This is an optimization exercise on Yosys and OpenROAD, whose aim is small area, a short achievable clock period and few clock cycles per item, not a production implementation. Function was checked by simulation only, so behaviour that the tests miss may differ from the original. Power and IR drop assume default switching activity.

== trial 27 ==
==> flow/design.v (excerpt) <==
module llnn_wrapper (
    input  logic        clk,
    input  logic        rst_n,
    input  logic [15:0] S_AXI_AWADDR,
    input  logic        S_AXI_AWVALID,
    output logic        S_AXI_AWREADY,
    input  logic [31:0] S_AXI_WDATA,
    input  logic [3:0]  S_AXI_WSTRB,
    input  logic        S_AXI_WVALID,
    output logic        S_AXI_WREADY,
    output logic [1:0]  S_AXI_BRESP,
    output logic        S_AXI_BVALID,
    input  logic        S_AXI_BREADY,
    input  logic [15:0] S_AXI_ARADDR,
    input  logic        S_AXI_ARVALID,
    output logic        S_AXI_ARREADY,
    output logic [31:0] S_AXI_RDATA,
    output logic [1:0]  S_AXI_RRESP,
    output logic        S_AXI_RVALID,
    input  logic        S_AXI_RREADY
);
==> flow/config.mk <==
export PLATFORM = sky130hd
export DESIGN_NAME = llnn_wrapper
export DESIGN_NICKNAME = llnn_wrapper
export VERILOG_FILES = /design/flow/design.v
export SDC_FILE = /design/flow/constraint.sdc
export NUM_CORES = 4
export LEC_CHECK = 0
export CAP_MARGIN = 20
export CORE_MARGIN = 2
export CORE_UTILIZATION = 60
export SLEW_MARGIN = 20
==> flow/constraint.sdc <==
create_clock -name core_clock -period 20.0 [get_ports {clk}]
set_input_delay 4.0000 -clock core_clock [delete_from_list [all_inputs] [get_ports {clk}]]
set_output_delay 4.0000 -clock core_clock [all_outputs]
set_load 0.01 [all_outputs]
standard.sh (not shown) runs the stock make flow with config.mk's settings and CLKGATE_MAP_FILE= SYNTH_SCRIPT=/design/flow/synth_recipe.tcl, a recipe that flattens the netlist after the stock synthesis.
==> flow/flow/run.sh <==
#!/bin/bash
# The standard layout (standard.sh: the unchanged standard synthesis, then
# ORFS through finish) with two changes to how the layout is optimised:
#  * the port buffers inserted before global placement are
#    sky130_fd_sc_hd__buf_4 instead of the default pick (a delay buffer,
#    clkdlybuf4s50_1, ~0.5 ns each on every input-to-output path);
#  * repair_timing aims for 11.5 ns of setup slack on the 20 ns clock (the
#    design's paths are ~8.5 ns long; with the default margin nothing on them
#    is ever sized for speed);
#  * clock tree synthesis clusters flip-flops up to 60 um across (30 at most
#    per leaf buffer) and inserts no dummy loads, for a smaller clock tree.
# The clock, its period and every constraint are the standard flow's own.
set -euo pipefail
cd "$(dirname "$0")/.."
bash standard.sh "BUFFER_PORTS_ARGS=-buffer_cell sky130_fd_sc_hd__buf_4" \
  "SETUP_SLACK_MARGIN=11.5" \
  "CTS_ARGS=-sink_clustering_enable -repair_clock_nets -dont_use_dummy_load -sink_clustering_size 30 -sink_clustering_max_diameter 60" \
  finish > flow_make.log 2>&1
Final checks on trial 27, whose flow otherwise completed, came back failing, citing antenna rules.
Testbench counts of trial 27, summed over its fixed seeds: cycles 5,760, inferences 384.
Input changes introduced in trial 64 (baseline for comparison: trial 27):
diff --git a/flow/flow/run.sh b/flow/flow/run.sh
--- a/flow/flow/run.sh
+++ b/flow/flow/run.sh
@@ -1,5 +1,5 @@
 #!/bin/bash
 # The standard layout (standard.sh: the unchanged standard synthesis, then
-# ORFS through finish) with two changes to how the layout is optimised:
+# ORFS through finish) with these changes to how the layout is optimised:
 #  * the port buffers inserted before global placement are
 #    sky130_fd_sc_hd__buf_4 instead of the default pick (a delay buffer,
diff --git a/flow/config.mk b/flow/config.mk
--- a/flow/config.mk
+++ b/flow/config.mk
@@ -6,6 +6,6 @@
 export NUM_CORES = 4
 export LEC_CHECK = 0
-export CAP_MARGIN = 20
+export CAP_MARGIN = 35
 export CORE_MARGIN = 2
 export CORE_UTILIZATION = 60
-export SLEW_MARGIN = 20
+export SLEW_MARGIN = 35
==> summary.txt <==
Compared with trial 27, in trial 64 wire length on met2 saw little to no change, number of buffers added by the clock tree synthesis step saw an increase. Trial 64 reached the end of the flow, and the finished layout is clean on the timing, DRC and antenna checks. Trial 64: fraction of area in registers is 0.16 points lower than what trial 27 reported. Diff trial 27 -> trial 64: count of flip-flops and latches comparable; clock-buffer cell count has increased. Reported for trial 27 and trial 64, inverter count turned out identical to the last digit.


Another version of the RTL of llnn_wrapper (not shown whole).
Size in the first run: ~7300 flip-flops, roughly 120 I/O pins, about 240000 µm² of cells after synthesis.
==> flow/config.mk <==
export PLATFORM = sky130hd
export DESIGN_NAME = llnn_wrapper
export DESIGN_NICKNAME = llnn_wrapper
export VERILOG_FILES = /design/flow/design.v
export SDC_FILE = /design/flow/constraint.sdc
export NUM_CORES = 4
export LEC_CHECK = 0
export CAP_MARGIN = 35
export CORE_MARGIN = 2
export CORE_UTILIZATION = 65
export SLEW_MARGIN = 35
==> flow/constraint.sdc <==
create_clock -name core_clock -period 20.0 [get_ports {clk}]
set_input_delay 4.0000 -clock core_clock [delete_from_list [all_inputs] [get_ports {clk}]]
set_output_delay 4.0000 -clock core_clock [all_outputs]
set_load 0.01 [all_outputs]
==> flow/flow/run.sh <==
#!/bin/bash
# The standard layout (standard.sh: the unchanged standard synthesis, then
# ORFS through finish) with these changes to how the layout is optimised:
#  * the port buffers inserted before global placement are
#    sky130_fd_sc_hd__buf_4 instead of the default pick (a delay buffer,
#    clkdlybuf4s50_1, ~0.5 ns each on every input-to-output path);
#  * repair_timing aims for 11.5 ns of setup slack on the 20 ns clock (the
#    design's paths are ~8.5 ns long; with the default margin nothing on them
#    is ever sized for speed);
#  * clock tree synthesis clusters flip-flops up to 60 um across (30 at most
#    per leaf buffer) and inserts no dummy loads, for a smaller clock tree.
# The clock, its period and every constraint are the standard flow's own.
set -euo pipefail
cd "$(dirname "$0")/.."
bash standard.sh "BUFFER_PORTS_ARGS=-buffer_cell sky130_fd_sc_hd__buf_4" \
  "SETUP_SLACK_MARGIN=11.5" \
  "CTS_ARGS=-sink_clustering_enable -repair_clock_nets -dont_use_dummy_load -sink_clustering_size 30 -sink_clustering_max_diameter 60" \
  finish > flow_make.log 2>&1
Testbench counts at the start, summed over its fixed seeds: cycles 5,760, inferences 384.
Edit:
CORE_UTILIZATION = 60   (was 65)
Critical path depth shrinks by 1.
Area after synthesis does not change.
Clock power grows by 2.4%.
Cell area grows by 0.48%.

re-timing with driven ports:
In the flow no input, the clock included, has a driving cell. The finished layouts below were timed again as built, in two steps. Step 1: set_driving_cell puts a clkbuf_16 on clk and a buf_2 on each other input, an assumption about the parent block. Step 2 also shifts input and output timing later by t, the mid clock arrival at the registers, as if the neighbouring blocks saw the same clock. a / b / c = ideal ports / drivers / drivers and shift; a / b = the first two.
run	t (ns)	slack for setup (ns)	latest minus earliest clock arrival (ns)	pins driven straight from the clock port
trial 27	1.121	11.364 / 11.460 / 10.339	0.168 / 0.168	1
trial 64	1.133	11.429 / 11.503 / 10.394	0.169 / 0.169	1
the first run of note 2	1.137	11.353 / 11.321 / 10.821	0.141 / 0.142	1
the second run of note 2	1.159	11.463 / 11.431 / 10.825	0.133 / 0.133	1
The setup slack of trial 64, which loses most, moves by +0.074 ns with the drivers and by -1.035 ns with both steps.
